This is an optimization exercise on Yosys and OpenROAD, whose aim is small area, a short achievable clock period and few clock cycles per item, not a production implementation.
Function was checked by simulation only, so behaviour that the tests miss may differ from the original.

## the reference run
Design xoodoo_nc, start of the top module:
module xoodoo_nc #(
    parameter [5:0] CUT = 6'b100101
) (
    input         clk,
    input         rst,    
    input         dv,
    input  [95:0] state,
    output [95:0] out,
    output        out_valid
);
For scale: ~1400 cells after synthesis, ~200 I/O pins, ~0.015 sq mm of cells after synthesis.
export LEC_CHECK = 0
export CAP_MARGIN = 20
export CORE_MARGIN = 2
export CORE_UTILIZATION = 40
export CTS_CLUSTER_DIAMETER = 100
export CTS_CLUSTER_SIZE = 25
export PLACE_DENSITY = 0.8
export SETUP_SLACK_MARGIN = 4.5
export SLEW_MARGIN = 20
export SYNTH_HIERARCHICAL = 1
create_clock -name core_clock -period 7.0 [get_ports {clk}]
standard.sh (not shown) runs the stock make flow with config.mk's settings and CLKGATE_MAP_FILE= SYNTH_SCRIPT=/design/flow/synth_recipe.tcl, a recipe that flattens the netlist after the stock synthesis.
==> flow/flow/run.sh <==
#!/bin/bash
# The standard layout, with plain buffers (not delay cells) on the ports.
set -euo pipefail
bash standard.sh "BUFFER_PORTS_ARGS=-buffer_cell sky130_fd_sc_hd__buf_2" finish > standard.log 2>&1
The reference run went all the way through synthesis, placement and routing and the layout is clean on timing, DRC and antenna.
Testbench counts of the reference run, summed over its fixed seeds: cycles 16,016, items 16,000.
Edits applied to the flow inputs when going from the reference run to the trial run:
- clearing CTS_CLUSTER_SIZE, which used to be 25
- clearing CTS_CLUSTER_DIAMETER, which used to be 100
- clearing PLACE_DENSITY, which used to be 0.8
- swapping 4.5 for 4.6 in SETUP_SLACK_MARGIN
==> flow/run.sh (new file) <==
#!/bin/bash
# synth_recipe.tcl (not shown) runs the flow's synth.tcl, then flattens the netlist and writes it again
# the make line also repeats each setting of config.mk as NAME=value (left out here)
make -C /OpenROAD-flow-scripts/flow DESIGN_CONFIG=/design/flow/config.mk WORK_HOME=/design/flow/orfs CLKGATE_MAP_FILE= SYNTH_SCRIPT=/design/flow/synth_recipe.tcl finish
removed: flow/flow/run.sh
removed: flow/standard.sh
[summary]
Taking the reference run as the reference, in the trial run via count higher; sequential share of layout area moved down; critical path depth saw an increase. The reference run → the trial run: final setup slack of the worst path picked up an extra 55 ps; maximum operating frequency picked up an extra 2.3%; largest stage delay on the critical path lost 180 ps; global routing usage summed across all routing layers picked up an extra 2.5 points; final critical-path required period lost 55 ps.

* * *

xoodoo_nc again, from the RTL that the note above started with.
Settings: LEC_CHECK=0, CAP_MARGIN=20, CORE_MARGIN=2, CORE_UTILIZATION=40, SLEW_MARGIN=20, SYNTH_HIERARCHICAL=1; clock period 7.0 ns.
==> flow/flow/run.sh <==
#!/bin/bash
# The standard layout, with plain buffers (not delay cells) on the ports.
set -euo pipefail
bash standard.sh "BUFFER_PORTS_ARGS=-buffer_cell sky130_fd_sc_hd__buf_1" finish > standard.log 2>&1
The first run ran to the end with no violations.
Testbench counts at the start, summed over its fixed seeds: cycles 16,016, items 16,000.
Rerun with:
==> flow/flow/run.sh (replaced) <==
#!/bin/bash
# The standard layout, with plain buffers (not delay cells) on the ports.
set -euo pipefail
bash standard.sh "BUFFER_PORTS_ARGS=-buffer_cell sky130_fd_sc_hd__buf_2" finish > standard.log 2>&1
--- a/flow/config.mk
+++ b/flow/config.mk
@@ -8,5 +8,7 @@
 export CAP_MARGIN = 20
 export CORE_MARGIN = 2
-export CORE_UTILIZATION = 40
+export CORE_UTILIZATION = 60
+export PLACE_DENSITY = 0.75
+export SETUP_SLACK_MARGIN = 4.5
 export SLEW_MARGIN = 20
 export SYNTH_HIERARCHICAL = 1
The changed run completed without violations.
Non-clock buffer count grows by 23.
Global-route usage climbs by 8.2 points.
Design area rose by a few percent.
Fmax increases by roughly a tenth.
Rerun with:
==> flow/run.sh (new file) <==
#!/bin/bash
# synth_recipe.tcl (not shown) runs the flow's synth.tcl, then flattens the netlist and writes it again
# the make line also repeats each setting of config.mk as NAME=value (left out here)
make -C /OpenROAD-flow-scripts/flow DESIGN_CONFIG=/design/flow/config.mk WORK_HOME=/design/flow/orfs CLKGATE_MAP_FILE= SYNTH_SCRIPT=/design/flow/synth_recipe.tcl finish
--- a/flow/config.mk
+++ b/flow/config.mk
@@ -8,7 +8,5 @@
 export CAP_MARGIN = 20
 export CORE_MARGIN = 2
-export CORE_UTILIZATION = 60
-export PLACE_DENSITY = 0.75
-export SETUP_SLACK_MARGIN = 4.5
+export CORE_UTILIZATION = 40
 export SLEW_MARGIN = 20
 export SYNTH_HIERARCHICAL = 1
removed: flow/flow/run.sh
removed: flow/standard.sh
Die area came out higher by 49%.
Via count came out lower by 4.2%.
Design area came out lower by 0.69%.
Worst setup slack degrades by 280 ps.
Non-clock buffer count came out lower by 23.
Hold slack improves by 11 ps.
Sequential share of layout area came out higher by 0.21 points.
Register-to-register slack degrades by 280 ps.
Fmax came out lower by 10%.
Clock skew hardly moves.
Count of clock-buffer cells in the layout came out lower by 3.
Rerun with:
==> flow/flow/run.sh (new file) <==
#!/bin/bash
# The standard layout, with plain buffers (not delay cells) on the ports.
set -euo pipefail
bash standard.sh "BUFFER_PORTS_ARGS=-buffer_cell sky130_fd_sc_hd__buf_2" finish > standard.log 2>&1
==> flow/standard.sh (new file) <==
#!/bin/bash
# synth_recipe.tcl (not shown) runs the flow's synth.tcl, then flattens the netlist and writes it again
# the make line also repeats each setting of config.mk as NAME=value (left out here)
make -C /OpenROAD-flow-scripts/flow DESIGN_CONFIG=/design/flow/config.mk WORK_HOME=/design/flow/orfs CLKGATE_MAP_FILE= SYNTH_SCRIPT=/design/flow/synth_recipe.tcl "${@:-finish}"
--- a/flow/config.mk
+++ b/flow/config.mk
@@ -9,4 +9,5 @@
 export CORE_MARGIN = 2
 export CORE_UTILIZATION = 40
+export SETUP_SLACK_MARGIN = 4.5
 export SLEW_MARGIN = 20
 export SYNTH_HIERARCHICAL = 1
removed: flow/run.sh
What happened: The new run passed the timing, DRC and antenna checks. Final area is higher by 2.3%. Clock skew goes down by 6.1 ps. Die area stays the same.

* * *

The RTL this note starts from:
==> flow/design.v <==
module xoodoo_nc #(
    parameter [5:0] CUT = 6'b100101
) (
    input         clk,
    input         rst,    
    input         dv,
    input  [95:0] state,
    output [95:0] out,
    output        out_valid
);
    localparam integer NST = CUT[0] + CUT[1] + CUT[2] + CUT[3] + CUT[4] + 1;
    wire [95:0] h [0:6];
    assign h[0] = state;
    genvar k;
    generate
        for (k = 0; k < 6; k = k + 1) begin : g_half
            wire [95:0] c;
            if (k % 2 == 0) begin : g_a
                xoo_theta #(.RC(k == 0 ? 32'h380 : k == 2 ? 32'hF0 : 32'h1A0))
                    u_theta (.s(h[k]), .o(c));
            end else begin : g_b
                xoo_chi u_chi (.s(h[k]), .o(c));
            end
            if (CUT[k] || k == 5) begin : g_reg
                reg [95:0] r;
                always @(posedge clk) r <= c;
                assign h[k+1] = r;
            end else begin : g_comb
                assign h[k+1] = c;
            end
        end
    endgenerate
    assign out = h[6];
    reg  [NST-1:0] v;
    wire [NST:0]   v_in = {v, dv};
    always @(posedge clk) begin
        if (rst) v <= {NST{1'b0}};
        else     v <= v_in[NST-1:0];
    end
    assign out_valid = v[NST-1];
endmodule
module xoo_xor32 #(
    parameter [31:0] K = 32'h0
) (
    input  [31:0] a,
    input  [31:0] b,
    output [31:0] y
);
    assign y = a ^ b ^ K;
endmodule
module xoo_theta #(
    parameter [31:0] RC = 32'h0
) (
    input  [95:0] s,
    output [95:0] o
);
    wire [31:0] a0 = s[31:0], a1 = s[63:32], a2 = s[95:64];
    wire [31:0] p01, p, e, b0, b1, b2;
    xoo_xor32 u_p01 (.a(a0),  .b(a1), .y(p01));
    xoo_xor32 u_p   (.a(p01), .b(a2), .y(p));
    xoo_xor32 u_e   (.a({p[26:0], p[31:27]}), .b({p[17:0], p[31:18]}), .y(e));
    xoo_xor32 #(.K(RC)) u_b0 (.a(a0), .b(e), .y(b0));
    xoo_xor32 u_b1  (.a(a1), .b(e), .y(b1));
    xoo_xor32 u_b2  (.a(a2), .b(e), .y(b2));
    assign o = {b2[20:0], b2[31:21], b1, b0};
endmodule
module xoo_chi (
    input  [95:0] s,
    output [95:0] o
);
    wire [31:0] a0 = s[31:0], a1 = s[63:32], a2 = s[95:64];
    wire [31:0] b0 = a0 ^ (~a1 & a2);
    wire [31:0] b1 = a1 ^ (~a2 & a0);
    wire [31:0] b2 = a2 ^ (~a0 & a1);
    assign o = {b2[23:0], b2[31:24], b1[30:0], b1[31], b0};
endmodule
Settings: LEC_CHECK=0, CAP_MARGIN=20, CORE_MARGIN=2, CORE_UTILIZATION=40, CTS_BUF_LIST=sky130_fd_sc_hd__clkbuf_8, SETUP_SLACK_MARGIN=4.5, SLEW_MARGIN=20, SYNTH_HIERARCHICAL=1; clock period 7.0 ns.
==> flow/flow/run.sh <==
#!/bin/bash
# The standard layout, with plain buffers (not delay cells) on the ports.
set -euo pipefail
bash standard.sh "BUFFER_PORTS_ARGS=-buffer_cell sky130_fd_sc_hd__buf_2" finish > standard.log 2>&1
Testbench counts at the start, summed over its fixed seeds: cycles 16,016, items 16,000.
Rerun with:
==> flow/flow/run.sh (replaced) <==
#!/bin/bash
# The standard layout, with plain buffers (not delay cells) on the ports and
# no dummy loads in the clock tree.
set -euo pipefail
bash standard.sh "BUFFER_PORTS_ARGS=-buffer_cell sky130_fd_sc_hd__buf_2" \
  "CTS_ARGS=-sink_clustering_enable -repair_clock_nets -dont_use_dummy_load -sink_clustering_size 25 -sink_clustering_max_diameter 100" \
  finish > standard.log 2>&1
Settings changed: CTS_BUF_LIST sky130_fd_sc_hd__clkbuf_8 to not set, SETUP_SLACK_MARGIN 4.5 to 4.55.
=> Maximum frequency is about the same; setup slack gains 0.0045 ns; non-clock buffer count grows by 19; core utilization barely changes; routed wire length shrinks by 0.64%; final area barely changes; final cell count shrinks by 2.2%; synthesized cell count stays the same; hold slack gains 0.0031 ns.
Rerun with:
==> flow/flow/run.sh (replaced) <==
#!/bin/bash
# The standard layout, with plain buffers (not delay cells) on the ports.
set -euo pipefail
bash standard.sh "BUFFER_PORTS_ARGS=-buffer_cell sky130_fd_sc_hd__buf_2" finish > standard.log 2>&1
Settings changed: CTS_CLUSTER_DIAMETER set to 100, CTS_CLUSTER_SIZE set to 25, SETUP_SLACK_MARGIN 4.55 to 4.6.
What happened: The new run completed with no timing, DRC or antenna violations; wire length went up by 1.0%; die area is unchanged; clock-buffer cell count rose by 2; setup slack improves by 0.062 ns; utilization went up by 2.0 points; non-clock buffer count rose by 9; global-route usage is about the same; first-iteration DRC count does not change; synthesized area stays the same.
Rerun with:
==> flow/flow/run.sh (replaced) <==
#!/bin/bash
# The standard layout, with plain buffers (not delay cells) on the ports and
# no dummy loads in the clock tree.
set -euo pipefail
bash standard.sh "BUFFER_PORTS_ARGS=-buffer_cell sky130_fd_sc_hd__buf_2" \
  "CTS_ARGS=-sink_clustering_enable -repair_clock_nets -dont_use_dummy_load -sink_clustering_size 25 -sink_clustering_max_diameter 100" \
  finish > standard.log 2>&1
Settings changed: SETUP_SLACK_MARGIN 4.6 to 4.5.
Die area does not change.
Synthesized area does not change.
Critical path depth falls by 1.
Design area went down by a few percent.
Global-route usage came out lower by 0.15 points.
Maximum frequency went down by a few percent.
Final cell count came out lower slightly.
Worst setup slack loses 0.068 ns.

port drivers added, routing unchanged:
In the flow no input, the clock included, has a driving cell. The finished layouts below were timed again as built, in two steps.
Step 1 (the two cells are an assumption about what drives the block):
set clk [get_ports {clk}]
set_driving_cell -lib_cell sky130_fd_sc_hd__clkbuf_16 $clk
set_driving_cell -lib_cell sky130_fd_sc_hd__buf_2 [delete_from_list [all_inputs] $clk]
Step 2 times the ports against the registers' clock, not the clock port: input delays grow and output delays shrink by t, the midpoint of the rising clock arrivals with the driver on.
Three values: no drivers, after step 1, after step 2; two values: the first two.
| run | t (ns) | setup slack, ns | worst data-port slew with drivers (ns) | cell pins on the clock port's net |
|---|---|---|---|---|
| the reference run | 0.561 | 4.535 / 4.542 / 4.006 | 0.05 | 1 |
| the trial run | 0.614 | 4.590 / 4.548 / 4.055 | 0.05 | 1 |
| the first run of note 2 | 0.579 | 4.193 / 4.193 / 3.946 | 0.04 | 1 |
| the second run of note 2 | 0.601 | 4.436 / 4.436 / 4.064 | 0.04 | 1 |
| the third run of note 2 | 0.615 | 4.152 / 4.125 / 3.549 | 0.06 | 1 |
| the fourth run of note 2 | 0.619 | 4.557 / 4.510 / 4.055 | 0.04 | 1 |
| the first run of note 3 | 0.645 | 4.552 / 4.503 / 4.079 | 0.04 | 1 |
| the second run of note 3 | 0.546 | 4.556 / 4.556 / 4.090 | 0.04 | 1 |
| the third run of note 3 | 0.556 | 4.618 / 4.583 / 4.105 | 0.04 | 1 |
| the fourth run of note 3 | 0.544 | 4.551 / 4.551 / 4.051 | 0.04 | 1 |
After both steps setup and hold are still met in every run listed. The setup slack of the third run of note 2, which loses most, moves by -0.027 ns with the drivers and by -0.603 ns with both steps.
